Source: an optimization exercise on an open RTL-to-GDS flow (aim: small area). Production flows keep margins and buffers that such runs may drop. RTL that was checked went through simulation tests only; none was proved equivalent to the original. Only the layout flow was run in run 3; the RTL was not checked for function there. Power figures rest on the tool's default switching activity, not on a simulated workload.

==> flow/design.v <==
module pfd (
	output logic first_second, timeout, ready,
	output logic [16-1:0] diff_1, diff_2, f_out,
	input f_1, f_2,
	input Clock, nReset
);
logic [16-1:0] counter_1, counter_2, f_count;
logic [1:0] state, state2;
logic [16:0] timeout_counter;
always_ff @(posedge Clock, negedge nReset)
	if(~nReset)
	begin
		first_second <= 0;
		counter_1 <= 0;
		counter_2 <= 0;
		f_out <= 0;
		f_count <= 0;
		ready <= 0;
		diff_1 <= 0;
		diff_2 <= 0;
		state <= 0;
		state2 <= 0;
		timeout_counter <= 0;
	end
	else
	begin
		case(state2)
		0: if(f_1)
			begin
			f_count <= 0;
			state2 <= 1;
			end
		1: if(f_1 == 0) begin
			f_out <= f_count;
			state2 <= 0;
			end
			else
			if(f_count < 2**16-2)
				f_count <= f_count + 1;
		default: state2 <= 0;
		endcase
		case(state)
		0: begin
			if(f_1 ^ f_2)
				begin
				if(f_1)
					first_second <= 0;
				else
					first_second <= 1;
				ready <= 0;
				state <= 1;
				counter_1 <= 0;
				counter_2 <= 0;
				timeout_counter <= 0;
				end
			end
		1: begin
			timeout_counter <= timeout_counter + 1;
			if(f_1 & ~f_2)
				if(counter_1 < 2**16-2)
					counter_1 <= counter_1 + 1;
			if(f_2 & ~f_1)
				if(counter_2 < 2**16-2)
					counter_2 <= counter_2 + 1;
			if(f_1 == 0 & f_2 == 0)
				begin
				diff_1 <= counter_1;
				diff_2 <= counter_2;
				ready <= 1;
				state <= 0;
				end
			if(timeout_counter >= (2**16-2))
				state <= 2;
			end
		2: begin
			if(f_1 == 0 & f_2 == 0)
				begin
				diff_1 <= counter_1;
				diff_2 <= counter_2;
				ready <= 0;
				state <= 0;
				end
			end
		default: state <= 0;
		endcase
	end
assign timeout = (state == 2);
endmodule
module freq_gen(
	output logic f_out,
	input first_second, timeout, ready,
	input [16-1:0] diff_1, diff_2, f_in,
	input Clock, nReset
	);
logic [1:0] state;
logic skip;
logic [16:0] counter, difference;
always_ff @(posedge Clock, negedge nReset)
	if(~nReset)
	begin
		counter <= 0;
		difference <= 0;
		skip <= 0;
		state <= 0;
	end
	else
	begin
		if(timeout) begin
			difference <= 0;
			counter <= 0;
		end
		if(ready)
			skip <= !skip;
		if(ready) begin
			if(diff_1 + diff_2 > 0)
				if(skip)
					if(first_second)
						difference <= diff_1+1;
					else
						difference <= -diff_1-1;
				else
					if(first_second)
						difference <= diff_1;
					else
						difference <= -diff_1;
			else
				difference <= 0;
			end
		case(state)
		0: begin
				if(counter >= f_in)
					begin
					counter <= 0;
					state <= 1;
					end
				else
					counter <= counter + 1;
			end
		1: begin
				if(counter >= f_in + difference)
					begin
					counter <= 0;
					state <= 0;
					end
				else
					counter <= counter + 1;
			end
		default: state <= 0;
		endcase
	end
always_comb
begin
f_out = (state == 0);
end
endmodule
module pll_d(
	output logic freq_synced,
	input freq_in,
	input Clock, nReset
	);
wire first_second, timeout, ready;
wire [16-1:0] diff_1, diff_2, f_out;
pfd p0(
	.first_second, .timeout, .ready,
	.diff_1, .diff_2, .f_out,
	.f_1(freq_in), .f_2(freq_synced),
	.Clock, .nReset
);
freq_gen f0(.f_out(freq_synced),
	.first_second, .timeout, .ready,
	.diff_1, .diff_2, .f_in(f_out),
	.Clock, .nReset
	);
endmodule
==> flow/run.sh <==
#!/bin/bash
# synth_recipe.tcl (not shown) runs the flow's synth.tcl, then flattens the netlist and writes it again
# the make line also repeats each setting of config.mk as NAME=value (left out here)
make -C /OpenROAD-flow-scripts/flow DESIGN_CONFIG=/design/flow/config.mk WORK_HOME=/design/flow/orfs CLKGATE_MAP_FILE= SYNTH_SCRIPT=/design/flow/synth_recipe.tcl finish
==> flow/config.mk <==
export PLATFORM = sky130hd
export DESIGN_NAME = pll_d
export DESIGN_NICKNAME = pll_d
export VERILOG_FILES = /design/flow/design.v
export SDC_FILE = /design/flow/constraint.sdc
export NUM_CORES = 4
export LEC_CHECK = 0
export CAP_MARGIN = 20
export CORE_MARGIN = 2
export CORE_UTILIZATION = 40
export SLEW_MARGIN = 20
==> flow/constraint.sdc <==
create_clock -name core_clock -period 6.0 [get_ports {Clock}]
set_input_delay 1.2000 -clock core_clock [delete_from_list [all_inputs] [get_ports {Clock}]]
set_output_delay 1.2000 -clock core_clock [all_outputs]
set_load 0.01 [all_outputs]
==> results of run 1 <==
==> tightest hold or removal path: cells and delay by family (launching register included) <==
kind	cells	cell delay, ns
and+or+nand+nor	1	0.05
DFF	1	0.35
AOI/OAI and AO/OA	1	0.05
==> cell usage in the layout (no fill, tap or decap), types with 4 or more instances in the layout <==
| cell | synthesis | layout |
|---|---|---|
| ha_1 | 82 | 82 |
| a21o_1 | 10 | 10 |
| dfrtp_1 | 154 | 154 |
| and3_1 | 19 | 19 |
| xor2_1 | 42 | 42 |
| inv_1 | 54 | 54 |
| nor2_1 | 73 | 71 |
| nand2_1 | 137 | 137 |
| o21a_1 | 13 | 13 |
| nor3_1 | 19 | 19 |
| nor4_1 | 6 | 6 |
| o211ai_1 | 6 | 6 |
| and2_1 | 4 | 4 |
| o31ai_1 | 18 | 18 |
| o22ai_1 | 19 | 19 |
| and4_1 | 8 | 8 |
| a21oi_1 | 63 | 63 |
| inv_8 | 0 | 6 |
| o21ai_0 | 77 | 77 |
| a31oi_1 | 8 | 8 |
| or4_1 | 4 | 4 |
| a211oi_1 | 4 | 4 |
| nand3_1 | 42 | 42 |
| nand4_1 | 26 | 26 |
| xnor2_1 | 41 | 41 |
| or3_1 | 18 | 18 |
| a22o_1 | 4 | 4 |
| o21bai_1 | 4 | 4 |
| mux2_2 | 32 | 32 |
| clkbuf_16 | 0 | 17 |
| nand2b_1 | 7 | 7 |
| buf_4 | 2 | 10 |
| or2_2 | 6 | 6 |
| nor2b_1 | 10 | 10 |
==> metal layers <==
| layer | GRT usage, % | share of wire (%) | vias up |
|---|---|---|---|
| li1 | - | - | 3992 |
| met1 | 24.6 | 47 | 3879 |
| met2 | 31.3 | 49 | 88 |
| met3 | 2.93 | 2.2 | 23 |
| met4 | 5.19 | 1.9 | 0 |
| met5 | 0 | 0 | - |
==> synthesized netlist by cell type, types with 4 or more instances <==
library cell | number | share of area [%]
nor2_1 | 73 | 2.7
nand2b_1 | 7 | 0.43
and3_1 | 19 | 1.2
ha_1 | 82 | 10
o211ai_1 | 6 | 0.45
a211oi_1 | 4 | 0.30
a21o_1 | 10 | 0.75
inv_1 | 54 | 2.0
nand4_1 | 26 | 1.6
nor3_1 | 19 | 0.94
nand3_1 | 42 | 2.1
or3_1 | 18 | 1.1
o21ai_0 | 77 | 3.8
buf_6 | 4 | 0.45
o21bai_1 | 4 | 0.30
and2_1 | 4 | 0.25
a22o_1 | 4 | 0.35
a21oi_1 | 63 | 3.1
or4_1 | 4 | 0.30
and4_1 | 8 | 0.70
o22ai_1 | 19 | 1.2
o21a_1 | 13 | 0.97
mux2_2 | 32 | 3.6
nor4_1 | 6 | 0.37
xor2_1 | 42 | 3.7
o31ai_1 | 18 | 1.3
xnor2_1 | 41 | 3.6
clkbuf_1 | 33 | 1.2
nor2b_1 | 10 | 0.62
dfrtp_1 | 154 | 38
or2_2 | 6 | 0.37
nand2_1 | 137 | 5.1
a31oi_1 | 8 | 0.50
==> path summary, 6_finish.rpt <==
path / endpoint / slack (ns) / cells after the start
worst min-delay path: f0.difference[0] / 0.49 / 2
worst max-delay path: f0.counter[0] / 1.97 / 16
worst max register to register: f0.counter[0] / 1.97 / 16
max in group asynchronous: p0.diff_1[15] / 3.81 / 2
min in group asynchronous: f0.difference[12] / 0.84 / 1
worst min register to register: f0.difference[0] / 0.49 / 2
==> registers in the layout (all words and copies together), names as in the netlist <==
name,cells
p0.diff_1,16
f0.skip,1
p0.f_out,16
f0.state,1
p0.counter_1,16
f0.counter,17
p0.ready,1
p0.timeout_counter,17
p0.state,2
p0.state2,1
f0.difference,17
p0.first_second,1
p0.counter_2,16
p0.diff_2,16
p0.f_count,16
==> power breakdown <==
part | internal, W | total [W] | switching, W
Clock | 0.000561 | 0.00107 | 0.000508
Sequential | 0.00119 | 0.00140 | 0.000217
Combinational | 0.000617 | 0.00145 | 0.000830
Total | 0.00236 | 0.00392 | 0.00156
==> per-stage QoR <==
stage	total power, W	cells	util [%]	hold slack, ns	instance area (um2)
5_1_grt	0.00423	1443	44.0	0.523	11000
3_5_place_dp	0.00286	1410	41.5	0.477	10400
3_3_place_gp	0.00284	1410	41.5	0.477	10400
6_report	0.00392	1443	44.0	0.490	11000
2_1_floorplan	0.00252	1110	-	0.455	10100
4_1_cts	0.00395	1442	43.9	0.496	11000
==> layout make-up <==
| cell class | count | area (um2) |
|---|---|---|
| Inverter | 54 | 203 |
| Tap cell | 330 | 413 |
| Sequential cell | 154 | 3850 |
| Clock buffer | 17 | 425 |
| Fill cell | 2452 | 14000 |
| Multi-Input combinational cell | 860 | 5810 |
| Clock inverter | 15 | 168 |
| Timing Repair Buffer | 13 | 106 |
==> logic make-up after synthesis <==
kind of cell / count (synthesis)
adders and majority gates: 84
buffers and inverters: 96
AOI/OAI and AO/OA: 268
DFF: 154
muxes: 33
xor gates and xnor gates: 83
and+or+nand+nor: 392
==> qor.log, run 1 <==
INFO  clock_network  clk_pin_slew=0.07ns
INFO  route          detail_route.vias_per_cell=5.53
INFO  synth          seq_area_frac_synth=38.3%
INFO  floorplan      chipHeight=163um
INFO  grt            grt_pass1_wl=39.7mm
INFO  place          detailed_place_hpwl=17.0mm
INFO  power          vdd_drop_max=0.211mV
INFO  clock_network  cts_buffer_count=17
INFO  timing         maxSlewHeadroom=33.2%
INFO  final_layout   finalNetCount=1187
INFO  run            drv.max_cap_violation_count=0
INFO  run_status     run_status=no timing/DRC/antenna violations
INFO  grt            largest_net_degree_at_the_start_of_global_routing=100
INFO  clock_network  ctsResizeCount=0
INFO  synth          synth.lib_cells_used.distinct=70
INFO  final_layout   final_layout_size_suffix_gt1_share=8.36%
INFO  synth          synth_xor_xnor_area_share=7.22%
INFO  synth          ys_seq_elements=154
INFO  grt            antenna_found_initial=0
INFO  route          detailroute.via_count=7982
INFO  timing         finalSetupTns=0ns
INFO  hold_path      worst_hold_path_type=reg2reg
INFO  hold_path      hold_path_startpoint=f0.difference[0]
INFO  timing         timing.final.setup_violations=0
INFO  place          port_buffers=3
INFO  critical_path  worst_setup_sp_type=flop
INFO  critical_path  worst_ep_arrival=4.36ns
INFO  synth          async_reset_ff_share=100%
INFO  synth          yosysWarningCount=2
INFO  synth          synth_top_family_by_area=simple AND/OR/NAND/NOR gates
INFO  timing         timing_max_transition_violations_final=0
INFO  clock_network  cts_tree=done
INFO  critical_path  required=6.33ns
INFO  final_layout   antenna_cells=0
INFO  synth          syn_area=10100um2
INFO  synth          synth_ff_type=dfrtp_1
INFO  floorplan      die-width=163um
INFO  floorplan      ioPinCount=4
INFO  timing         timing.fmax=248MHz
INFO  timing         finalWorstPathRequiredPeriod=4.03ns
INFO  clock_network  cts_root_buf=clkbuf_16
INFO  critical_path  worst_setup_path_startpoint=p0.f_out[0]
INFO  floorplan      initial_core_util=40.3%
INFO  critical_path  worst_r2r_startpoint=p0.f_out[0]
INFO  route          drc_errors=0
INFO  timing         clock-skew-final=0.0150ns
INFO  power          p_leak=4.87nW
INFO  critical_path  critPathMaxFanout=18
INFO  critical_path  cp.buffers_inverters=2
INFO  timing         tightestPinTransition=1.00ns
INFO  synth          syn-num-nets=1197
INFO  synth          yosys-mux-area-fraction=3.68%
INFO  synth          edff_count_synth=0
INFO  place          gp_routability_congestion=0.844
INFO  critical_path  critPathTopFamily=compound AO/OA/AOI/OAI gates
INFO  floorplan      die_area=26500um2
INFO  clock_network  max-clock-path-buffers=2
INFO  synth          synthCells=1110
INFO  route          detail_route.iter0.violations=456
INFO  critical_path  worst_path_largest_cell_delay=0.40ns
INFO  clock_network  insertion_delay=0.43ns
INFO  grt            grt.total_usage=18.5%
INFO  critical_path  crit_path_cell_trace=ha_1, inv_1, fa_1, nor2b_1, o21ai_0, a21boi_0, o211ai_1, a31oi_1, nor4b_1, nor4_1, ha_1, a2111o_1, nor3_1, a31oi_1, buf_4, o32ai_1
INFO  place          pre_cts_slack=1.80ns
INFO  timing         rsz0062_at_grt=false
INFO  grt            globalRouteOverflowTotal=0
INFO  synth          synthAdderAreaFrac=10.6%
INFO  critical_path  crit_type=reg2reg
INFO  synth          synthesized_area_fraction_occupied_by_and_or_nand_nor_cells=19.1%
INFO  synth          synth-compound-area-share=17.1%
INFO  final_layout   syn2layout_area_growth=9.02%
INFO  clock_network  htreeDepth=4
INFO  route          route.antenna.remaining_nets=0
INFO  critical_path  worst_setup_path_end_kind=flop
INFO  clock_network  cts_hold_repair.buffers=0
INFO  floorplan      core_area=25000um2
INFO  floorplan      number_of_core_rows=58
INFO  synth          avgSynthCellArea=9.07um2
INFO  route          first_pass_iters=5
INFO  route          drt-wirelength-per-cell=16.1um
INFO  clock_network  cts_post_setup_buffers_inserted=0
INFO  timing         finalWorstSetupSlack=1.97ns
INFO  timing         finalCritPeriodShare=67.2%
INFO  grt            grt_pass1_vias=7911
INFO  route          routed_wirelength=23.3mm
INFO  clock_network  numClockSinks=154
INFO  timing         hold_viol=0
INFO  critical_path  library_cell_contributing_the_largest_single_delay_on_the_critical_path=fa_1
INFO  power          power.density_cell_area=357nW/um2
==> run 2, diff against run 1 <==
==> flow/design.v (replaced) <==
module pfd (
	output logic first_second, timeout, ready, nz, measuring,
	output logic [16-1:0] counter_1, f_out,
	input f_1, f_2,
	input Clock, nReset
);
logic [16-1:0] f_count, tc;
logic state2, st1, st2;
wire both_low = ~f_1 & ~f_2;
wire entry    = ~st1 & ~st2 & (f_1 ^ f_2);
wire hit      = (tc == 16'h0001);
always_ff @(posedge Clock, negedge nReset)
	if(~nReset)
	begin
		state2 <= 0;
		f_out <= 0;
		st1 <= 0;
		st2 <= 0;
		ready <= 0;
	end
	else
	begin
		if(~state2)
		begin
			if(f_1)
				state2 <= 1;
		end
		else if(~f_1)
		begin
			f_out <= f_count;
			state2 <= 0;
		end
		if(st1)
		begin
			st1 <= ~hit & ~both_low;
			st2 <= hit;
			ready <= both_low;
		end
		else if(st2)
		begin
			if(both_low)
			begin
				st2 <= 0;
				ready <= 0;
			end
		end
		else if(f_1 ^ f_2)
		begin
			st1 <= 1;
			ready <= 0;
		end
	end
always_ff @(posedge Clock)
begin
	if(~state2)
		f_count <= 0;
	else if(~&f_count[16-1:1])
		f_count <= f_count + 1;
	if(entry)
	begin
		first_second <= f_2;
		counter_1 <= 0;
		nz <= 0;
	end
	else if(st1)
	begin
		if(f_1 & ~f_2)
			counter_1 <= counter_1 + 1;
		if(f_1 ^ f_2)
			nz <= 1;
	end
	if(st1)
		tc <= {~tc[0], tc[15], tc[14] ^ ~tc[0], tc[13] ^ ~tc[0], tc[12], tc[11] ^ ~tc[0], tc[10:1]};
	else
		tc <= 0;
end
assign timeout = st2;
assign measuring = st1;
endmodule
module freq_gen(
	output logic f_out,
	input first_second, timeout, ready, nz, measuring,
	input [16-1:0] diff_1, f_in,
	input Clock, nReset
	);
logic state, skip, dzero, fsd;
logic [16-1:0] dcopy;
logic [16:0] counter;
wire use_d = state & ~dzero;
wire [16:0] x = {~fsd, dcopy ^ {16{~fsd}}} & {(16+1){use_d}};
wire cin = use_d & (skip ^ fsd);
wire [16:0] threshold = {1'b0, f_in} + x + cin;
wire ge = counter >= threshold;
always_ff @(posedge Clock, negedge nReset)
	if(~nReset)
	begin
		counter <= 0;
		skip <= 0;
		dzero <= 1;
		state <= 0;
	end
	else
	begin
		if(ready)
		begin
			skip <= ~skip;
			dzero <= ~nz;
		end
		else if(timeout)
			dzero <= 1;
		if(ge)
		begin
			counter <= 0;
			state <= ~state;
		end
		else
			counter <= counter + 1;
	end
always_ff @(posedge Clock)
	if(~measuring)
	begin
		dcopy <= diff_1;
		fsd <= first_second;
	end
assign f_out = ~state;
endmodule
module pll_d(
	output logic freq_synced,
	input freq_in,
	input Clock, nReset
	);
wire first_second, timeout, ready, nz, measuring;
wire [16-1:0] counter_1, f_out;
pfd p0(
	.first_second, .timeout, .ready, .nz, .measuring,
	.counter_1, .f_out,
	.f_1(freq_in), .f_2(freq_synced),
	.Clock, .nReset
);
freq_gen f0(.f_out(freq_synced),
	.first_second, .timeout, .ready, .nz, .measuring,
	.diff_1(counter_1), .f_in(f_out),
	.Clock, .nReset
	);
endmodule
==> run 2 against run 1 <==
Net effect:
- synthesized cell count shrank 48%
- clock skew shrank 0.0080 ns
- global-route usage shrank 2.7 points
- first-iteration DRC count shrank 61%
- highest routed layer unchanged
- largest cell class unchanged
- still clean on timing, DRC and antenna
==> qor.log, run 2 <==
INFO  place          postPlaceCellArea=5840um2
INFO  clock_network  cts_post_setup_buffers_inserted=0
INFO  synth          edff_count_synth=18
INFO  route          first_pass_iters=4
INFO  route          drt-wirelength-per-cell=14.2um
INFO  timing         rsz0062_at_grt=false
INFO  clock_network  cts_tree=done
INFO  run_status     run_status=no timing/DRC/antenna violations
INFO  floorplan      ioPinCount=4
INFO  synth          yosys-top-cells-area=dfxtp_1 (17%), dfrtp_1 (17%), edfxtp_1 (9.6%)
INFO  critical_path  worst_setup_sp_type=flop
INFO  route          detail_route.vias_per_cell=5.24
INFO  floorplan      die_area=15100um2
INFO  power          vdd_drop_max=0.233mV
INFO  timing         finalSetupTns=0ns
INFO  clock_network  cts_buffer_count=9
INFO  synth          synthCells=572
INFO  grt            groute.layer.met1.usage=21.1%
INFO  clock_network  clk_pin_slew=0.07ns
INFO  floorplan      chipHeight=123um
INFO  clock_network  numClockSinks=107
INFO  final_layout   most-common-layout-cells=nor2_1 (59), dfxtp_1 (49), xor2_1 (39), dfrtp_1 (39)
INFO  route          detail_route.iter0.violations=179
INFO  synth          synth.lib_cells_used.distinct=58
INFO  floorplan      die-width=123um
INFO  grt            grt.total_usage=15.8%
INFO  final_layout   largest_register_ff_count=17
INFO  final_layout   final_layout_size_suffix_gt1_share=7.44%
INFO  synth          seq_area_frac_synth=44.7%
INFO  synth          syn_area=5640um2
INFO  route          drc_errors=0
INFO  grt            globalRouteOverflowTotal=0
INFO  synth          async_reset_ff_share=37.4%
INFO  critical_path  library_cell_contributing_the_largest_single_delay_on_the_critical_path=edfxtp_1
INFO  critical_path  required=6.20ns
INFO  clock_network  max-clock-path-buffers=2
INFO  power          report.power.total=0.00234W
INFO  grt            largest_net_degree_at_the_start_of_global_routing=41
INFO  final_layout   syn2layout_area_growth=9.18%
INFO  timing         maxSlewHeadroom=39.6%
INFO  timing         finalCritPeriodShare=75.9%
INFO  place          detailed_place_hpwl=8.10mm
INFO  floorplan      number_of_core_rows=43
INFO  synth          cell_type_with_the_largest_total_area_after_synthesis=dfxtp_1
INFO  synth          synth_largest_type_area_fraction=17.4%
INFO  timing         clock-skew-final=0.00697ns
INFO  floorplan      initial_core_util=40.8%
INFO  synth          most_frequent_cell_after_synthesis=nor2_1
INFO  grt            grt.busiest_layer=met2
INFO  grt            grtUsageMet2=24.8%
INFO  critical_path  crit_path_cell_trace=xnor2_1, nand2_1, fa_1, fa_1, nor2b_1, o2111ai_1, nand4_1, a21oi_1, xor2_1, ha_1, and3_1, nand4_1, a211oi_4, nor3_1
INFO  synth          synth_ff_type=dfxtp_1
INFO  final_layout   most_common_cell_after_layout_fill_and_taps_aside=nor2_1
INFO  synth          yosysWarningCount=2
INFO  grt            use_met3=2.79%
INFO  clock_network  cts_root_buf=clkbuf_16
INFO  critical_path  worst_setup_path_end_kind=flop
INFO  critical_path  worst_ep_arrival=4.76ns
INFO  synth          ys_seq_elements=107
INFO  clock_network  cts_hold_repair.buffers=0
INFO  synth          avgSynthCellArea=9.86um2
INFO  grt            grt_pass1_wl=18.7mm
INFO  run            drv.max_cap_violation_count=0
INFO  hold_path      worst_hold_path_type=reg2reg
INFO  critical_path  worst_path_largest_cell_delay=0.93ns
INFO  final_layout   max_flop_register=f0.counter
INFO  place          port_buffers=3
INFO  route          detailroute.via_count=3971
INFO  timing         timing.final.setup_violations=0
INFO  critical_path  critPathMaxFanout=20
INFO  floorplan      core_area=13800um2
INFO  synth          syn-num-nets=614
INFO  timing         timing.fmax=219MHz
INFO  clock_network  htreeDepth=3
INFO  power          p_leak=2.53nW
INFO  final_layout   antenna_cells=0
INFO  clock_network  insertion_delay=0.35ns
INFO  final_layout   finalNetCount=615
INFO  power          power.density_cell_area=380nW/um2
INFO  clock_network  ctsResizeCount=0
INFO  grt            antenna_found_initial=0
INFO  route          route.antenna.remaining_nets=0
INFO  grt            grt_pass1_vias=3883
INFO  timing         hold_viol=0
INFO  place          gp_routability_congestion=0.873
INFO  timing         finalWorstPathRequiredPeriod=4.56ns
INFO  synth          netlist_top_cells_count=nor2_1 (60), dfxtp_1 (49), dfrtp_1 (39), xor2_1 (39)
INFO  timing         timing_max_transition_violations_final=0
INFO  final_layout   finish.instance_area=6160um2
INFO  route          routed_wirelength=10.8mm
INFO  timing         tightestPinTransition=0.905ns
INFO  critical_path  crit_type=reg2reg
[run 2: routing by layer]
metal	routed length [um]	share of wire (%)
met3	308	2.9
met2	5060	47
met4	208	1.9
met1	5210	48
met5	0	0
[run 2: area by class of cell]
class	instances	area, um2
Tap cell	180	225
Multi-Input combinational cell	429	2980
Fill cell	1312	7670
Clock buffer	10	229
Inverter	22	82.6
Clock inverter	6	86.3
Sequential cell	107	2520
Timing Repair Buffer	4	32.5
[run 2: per-stage QoR]
step	setup slack (ns)	utilization [%]	hold slack, ns	cells
4_1_cts	1.18	44.5	0.404	758
5_1_grt	1.02	44.5	0.411	758
2_1_floorplan	2.01	-	0.369	572
6_report	1.44	44.5	0.399	758
3_3_place_gp	1.37	42.2	0.388	742
3_5_place_dp	1.20	42.2	0.391	742
[run 2: kinds of logic after synthesis]
group / share of synthesized area, %
and+or+nand+nor: 19.9
DFF: 44.7
AOI/OAI and AO/OA: 9.65
xor gates and xnor gates: 10.7
adders and majority gates: 8.92
buffers and inverters: 2.62
muxes: 3.50
[run 2: critical path: cells and delay by family (launching register included)]
kind,cells,cell delay [ns]
simple gates,6,0.96
compound gates,3,1.00
flops,1,0.93
fa+ha+maj,3,1.15
xor+xnor,2,0.35
[run 2: report_power, final]
part | switching, W | internal [W] | total [W]
clock | 0.000261 | 0.000367 | 0.000628
combinational | 0.000416 | 0.000289 | 0.000705
sequential | 0.000127 | 0.000880 | 0.00101
[run 2: final timing paths]
check | startpoint | to | slack, ns | depth (start not counted)
worst max-delay path | f0.fsd | f0.counter[5] | 1.44 | 14
worst min-delay path | p0.nz | f0.dzero | 0.40 | 1
max in group asynchronous | nReset | p0.f_out[0] | 4.46 | 1
min in group asynchronous | nReset | f0.counter[13] | 0.97 | 1
worst min register to register | p0.nz | f0.dzero | 0.40 | 1
worst max register to register | f0.fsd | f0.counter[5] | 1.44 | 14
==> run 3, diff against run 2 <==
--- a/flow/design.v
+++ b/flow/design.v
@@ -10,4 +10,18 @@
 wire entry    = ~st1 & ~st2 & (f_1 ^ f_2);
 wire hit      = (tc == 16'h0001);
+logic [16-1:0] f_count_inc, counter_1_inc;
+always_comb
+begin
+	logic a, b;
+	a = 1;
+	b = 1;
+	for(int i = 0; i < 16; i++)
+	begin
+		f_count_inc[i] = f_count[i] ^ a;
+		a = a & f_count[i];
+		counter_1_inc[i] = counter_1[i] ^ b;
+		b = b & counter_1[i];
+	end
+end
 always_ff @(posedge Clock, negedge nReset)
 	if(~nReset)
@@ -56,5 +70,5 @@
 		f_count <= 0;
 	else if(~&f_count[16-1:1])
-		f_count <= f_count + 1;
+		f_count <= f_count_inc;
 	if(entry)
 	begin
@@ -66,5 +80,5 @@
 	begin
 		if(f_1 & ~f_2)
-			counter_1 <= counter_1 + 1;
+			counter_1 <= counter_1_inc;
 		if(f_1 ^ f_2)
 			nz <= 1;
@@ -90,6 +104,24 @@
 wire [16:0] x = {~fsd, dcopy ^ {16{~fsd}}} & {(16+1){use_d}};
 wire cin = use_d & (skip ^ fsd);
-wire [16:0] threshold = {1'b0, f_in} + x + cin;
-wire ge = counter >= threshold;
+logic [16:0] threshold, counter_inc;
+logic ge;
+always_comb
+begin
+	logic c, g, ci;
+	c = cin;
+	g = 1;
+	ci = 1;
+	for(int i = 0; i <= 16; i++)
+	begin
+		logic a;
+		a = (i < 16) ? f_in[i] : 1'b0;
+		threshold[i] = a ^ x[i] ^ c;
+		c = (a & x[i]) | (c & (a ^ x[i]));
+		g = (counter[i] & ~threshold[i]) | (counter[i] & g) | (~threshold[i] & g);
+		counter_inc[i] = counter[i] ^ ci;
+		ci = ci & counter[i];
+	end
+	ge = g;
+end
 always_ff @(posedge Clock, negedge nReset)
 	if(~nReset)
@@ -115,5 +147,5 @@
 		end
 		else
-			counter <= counter + 1;
+			counter <= counter_inc;
 	end
 always_ff @(posedge Clock)
--- a/flow/config.mk
+++ b/flow/config.mk
@@ -8,4 +8,8 @@
 export CAP_MARGIN = 20
 export CORE_MARGIN = 2
-export CORE_UTILIZATION = 40
+export CORE_UTILIZATION = 70
+export CTS_BUF_LIST = sky130_fd_sc_hd__clkbuf_8
+export CTS_CLUSTER_DIAMETER = 100
+export CTS_CLUSTER_SIZE = 40
+export PLACE_DENSITY = 0.85
 export SLEW_MARGIN = 20
==> run 3 against run 2 <==
Net effect:
- now fails the layout checks on negative setup slack
- critical path depth is 13 higher
- final cell count is 27% lower
- first-iteration DRC count up 1.1%
- wire length fell by 17%
- final area shrank 9.5%
- maximum frequency down 40%
- sequential share of layout area increased by 4.3 points
- via count down 21%
- non-clock buffer count increased by 23
- largest cell class is now registers
==> qor.log, run 3 <==
INFO  route          routed_wirelength=8.94mm
INFO  timing         rsz0062_at_grt=true
INFO  final_layout   most_common_cell_after_layout_fill_and_taps_aside=dfxtp_1
INFO  grt            grt_pass1_vias=3091
INFO  place          gp_routability_congestion=0.806
INFO  final_layout   antenna_cells=0
INFO  hold_path      min_delay_worst_endpoint=f0.dzero
INFO  grt            grt_pass1_wl=14.7mm
INFO  grt            grt.total_usage=25.4%
INFO  synth          ys_seq_elements=107
INFO  hold_path      whs_path_depth=1
INFO  route          detailroute.via_count=3124
INFO  clock_network  cts_tree=done
INFO  route          detail_route.vias_per_cell=5.62
INFO  power          vdd_drop_max=0.309mV
INFO  clock_network  cts_hold_repair.buffers=0
INFO  synth          edff_count_synth=18
INFO  floorplan      die-width=88.8um
INFO  route          drt-wirelength-per-cell=16.1um
INFO  final_layout   max_flop_register=f0.counter
INFO  route          wl_met3=234um
INFO  clock_network  cts_root_buf=clkbuf_8
INFO  synth          async_reset_ff_share=37.4%
INFO  synth          syn_area=5040um2
INFO  timing         finalWorstSetupSlack=-1.65ns
INFO  final_layout   largest_register_ff_count=17
INFO  place          postPlaceCellArea=5320um2
INFO  synth          syn-num-nets=495
INFO  grt            largest_net_degree_at_the_start_of_global_routing=41
INFO  timing         clock-skew-final=0.0142ns
INFO  power          power.density_cell_area=382nW/um2
INFO  timing         finalSetupTns=-29.22ns
INFO  run_status       checkFailReasons=negative setup slack
INFO  final_layout   finalCoreUtilization=81.2%
INFO  final_layout   final_layout_size_suffix_gt1_share=19.3%
INFO  floorplan      initial_core_util=73.3%
INFO  synth          synth_largest_type_area_fraction=19.5%
INFO  clock_network  htreeDepth=3
INFO  place          port_buffers=3
INFO  synth          yosysWarningCount=2
INFO  route          met2_wirelength=4.55mm
INFO  final_layout   finish.instance_area=5580um2
INFO  clock_network  cts_buffer_count=9
INFO  grt            antenna_found_initial=0
INFO  floorplan      ioPinCount=4
INFO  timing         maxSlewHeadroom=40.7%
INFO  route          first_pass_iters=4
INFO  place          numPlacedInstances=538
INFO  power          report.power.total=0.00213W
INFO  critical_path  critPathMaxFanout=13
INFO  clock_network  numClockSinks=107
INFO  clock_network  clk_pin_slew=0.10ns
INFO  final_layout   final_cell_count_no_fill=556
INFO  route          drt-met1-wl=3.85mm
INFO  synth          netlist_top_cells_count=dfxtp_1 (49), ha_1 (45), dfrtp_1 (39), nand2_1 (38), and2_1 (30)
INFO  synth          cell_type_with_the_largest_total_area_after_synthesis=dfxtp_1
INFO  clock_network  max-clock-path-buffers=2
INFO  synth          yosys-top-cells-area=dfxtp_1 (19%), dfrtp_1 (19%), ha_1 (11%)
INFO  hold_path      hold_path_startpoint=p0.nz
INFO  critical_path  worst_setup_path_end_kind=flop
INFO  floorplan      die_area=7890um2
INFO  final_layout   most-common-layout-cells=dfxtp_1 (49), ha_1 (45), dfrtp_1 (39)
INFO  synth          synthCells=431
INFO  route          route.antenna.remaining_nets=0
INFO  run            drv.max_cap_violation_count=0
INFO  hold_path      worst_hold_path_type=reg2reg
INFO  grt            globalRouteOverflowTotal=0
INFO  floorplan      chipHeight=88.8um
INFO  critical_path  required=6.30ns
INFO  route          highest_layer=met4
INFO  synth          avgSynthCellArea=11.7um2
INFO  timing         timing.fmax=131MHz
INFO  timing         finalWorstPathRequiredPeriod=7.65ns
INFO  synth          synth_ff_type=dfxtp_1
INFO  critical_path  regToRegEndpoint=f0.counter[0]
INFO  critical_path  worst_setup_sp_type=flop
INFO  synth          seq_area_frac_synth=50.1%
INFO  timing         finalCritPeriodShare=127%
INFO  critical_path  ff2ff_path_depth=27
INFO  floorplan      number_of_core_rows=30
INFO  timing         timing.final.setup_violations=18
INFO  final_layout   syn2layout_area_growth=10.7%
INFO  synth          synth.lib_cells_used.distinct=50
INFO  critical_path  worst_r2r_startpoint=f0.fsd
INFO  critical_path  crit_type=reg2reg
INFO  run_status     run_status=failed layout checks
INFO  route          drc_errors=0
INFO  timing         tightestPinTransition=0.889ns
INFO  power          p_leak=2.63nW
INFO  synth          most_frequent_cell_after_synthesis=dfxtp_1
INFO  place          detailed_place_hpwl=6.43mm
INFO  route          detail_route.iter0.violations=181
INFO  final_layout   finalNetCount=519
INFO  floorplan      core_area=6870um2
INFO  clock_network  insertion_delay=0.37ns
INFO  critical_path  r2r_setup_slack=-1.65ns
INFO  critical_path  worst_ep_arrival=7.95ns
INFO  timing         hold_viol=0
INFO  timing         timing_max_transition_violations_final=0
-- run 3: cell count changes after synthesis, sizes merged, moves of 12 or more --
cell,change
and2,+15
fa,+14
nand3,-20
nor2,-37
nor3,-24
o21a,+12
o21ai,-19
xnor2,-25
xor2,-17
-- run 3: layout make-up --
type	count	area [um2]
clock buffer	9	124
clock inverter	7	67.6
fill	391	1290
inverter	16	60.1
multi-input combinational	294	2470
sequential	107	2520
tap	96	120
timing repair buffer	27	213
-- run 3: repair_timing --
item	in CTS	in global routing
setup endpoints to repair	18	18
resized for setup	7	6
buffers inserted	2	0
pin swaps	1	1
-- run 3: per-stage QoR --
step	hold slack (ns)	setup slack [ns]
final	0.454	-1.65
after global routing	0.463	-1.80
after CTS	0.438	-1.47
after detailed placement	0.397	-1.42
after global placement	0.391	-1.20
after floorplan	0.369	-1.37
-- run 3: how the worst max path moves through the flow --
stage | startpoint | to | cells past startpoint
after CTS | f0.fsd | f0.counter[0] | 27
after global placement | f0.fsd | f0.counter[0] | 27
after floorplan | f0.fsd | f0.state | 29
after detailed placement | f0.fsd | f0.counter[12] | 27
after global routing | f0.fsd | f0.counter[0] | 27
final | f0.fsd | f0.counter[0] | 27
-- run 3: per-layer routing --
metal	GRT usage, %	vias to the layer above
li1	-	1529
met1	30.8	1500
met2	43.4	65
met3	5.50	30
met4	11.6	0
met5	0	-
-- run 3: worst max-delay path, stage by stage, from the launching register on --
cell	delay [ns]
edfxtp_1	0.50
xnor2_2	0.20
nand2_2	0.10
fa_2	0.20
inv_2	0.04
fa_2	0.33
fa_2	0.35
fa_2	0.35
fa_2	0.35
inv_2	0.07
fa_2	0.21
inv_2	0.05
fa_2	0.34
fa_2	0.36
fa_2	0.35
fa_2	0.36
fa_2	0.37
fa_2	0.38
fa_2	0.36
fa_2	0.35
fa_2	0.34
fa_1	0.51
nand2b_1	0.11
a21o_1	0.19
maj3_2	0.33
a31oi_4	0.19
buf_6	0.16
nor2b_1	0.13
-- run 3: cell families after synthesis --
logic type                 synth area share [%]
and+or+nand+nor                            13.1
DFF                                        50.1
adders and majority gates                  18.0
AOI/OAI and AO/OA                          7.98
buffers and inverters                      2.38
xor gates and xnor gates                   4.70
muxes                                      3.78
-- run 3: report_power, final --
part | total (W) | internal [W] | switching, W | leakage (nW)
clock network | 0.000417 | 0.000161 | 0.000256 | 0.0978
logic | 0.000745 | 0.000352 | 0.000393 | 1.41
registers | 0.000969 | 0.000876 | 0.0000931 | 1.12

re-timing with driven ports:
The flow's constraints put no driver on any port. The routed layouts listed below were extracted and timed again, unchanged, in two steps. Step 1 (the two cells are an assumption about what drives the block):
set clk [get_ports {Clock}]
set_driving_cell -lib_cell sky130_fd_sc_hd__clkbuf_16 $clk
set_driving_cell -lib_cell sky130_fd_sc_hd__buf_2 [delete_from_list [all_inputs] $clk]
Step 2 moves the port delays by t, midway between the first and last clock arrival at a register: inputs arrive t later, outputs are due t later. That takes back most of the time a late clock gives input paths. Slacks: ideal ports / drivers / drivers and shift; pairs: ideal ports / drivers.
| run | t (ns) | setup WS [ns] | latest minus earliest clock arrival (ns) |
|---|---|---|---|
| run 1 | 0.469 | 1.971 / 1.971 / 1.770 | 0.020 / 0.020 |
| run 2 | 0.389 | 1.443 / 1.443 / 1.443 | 0.007 / 0.007 |
| run 3 | 0.398 | -1.647 / -1.647 / -1.647 | 0.015 / 0.014 |
The setup slack of run 1, which loses most, moves by 0.000 ns with the drivers and by -0.201 ns with both steps.
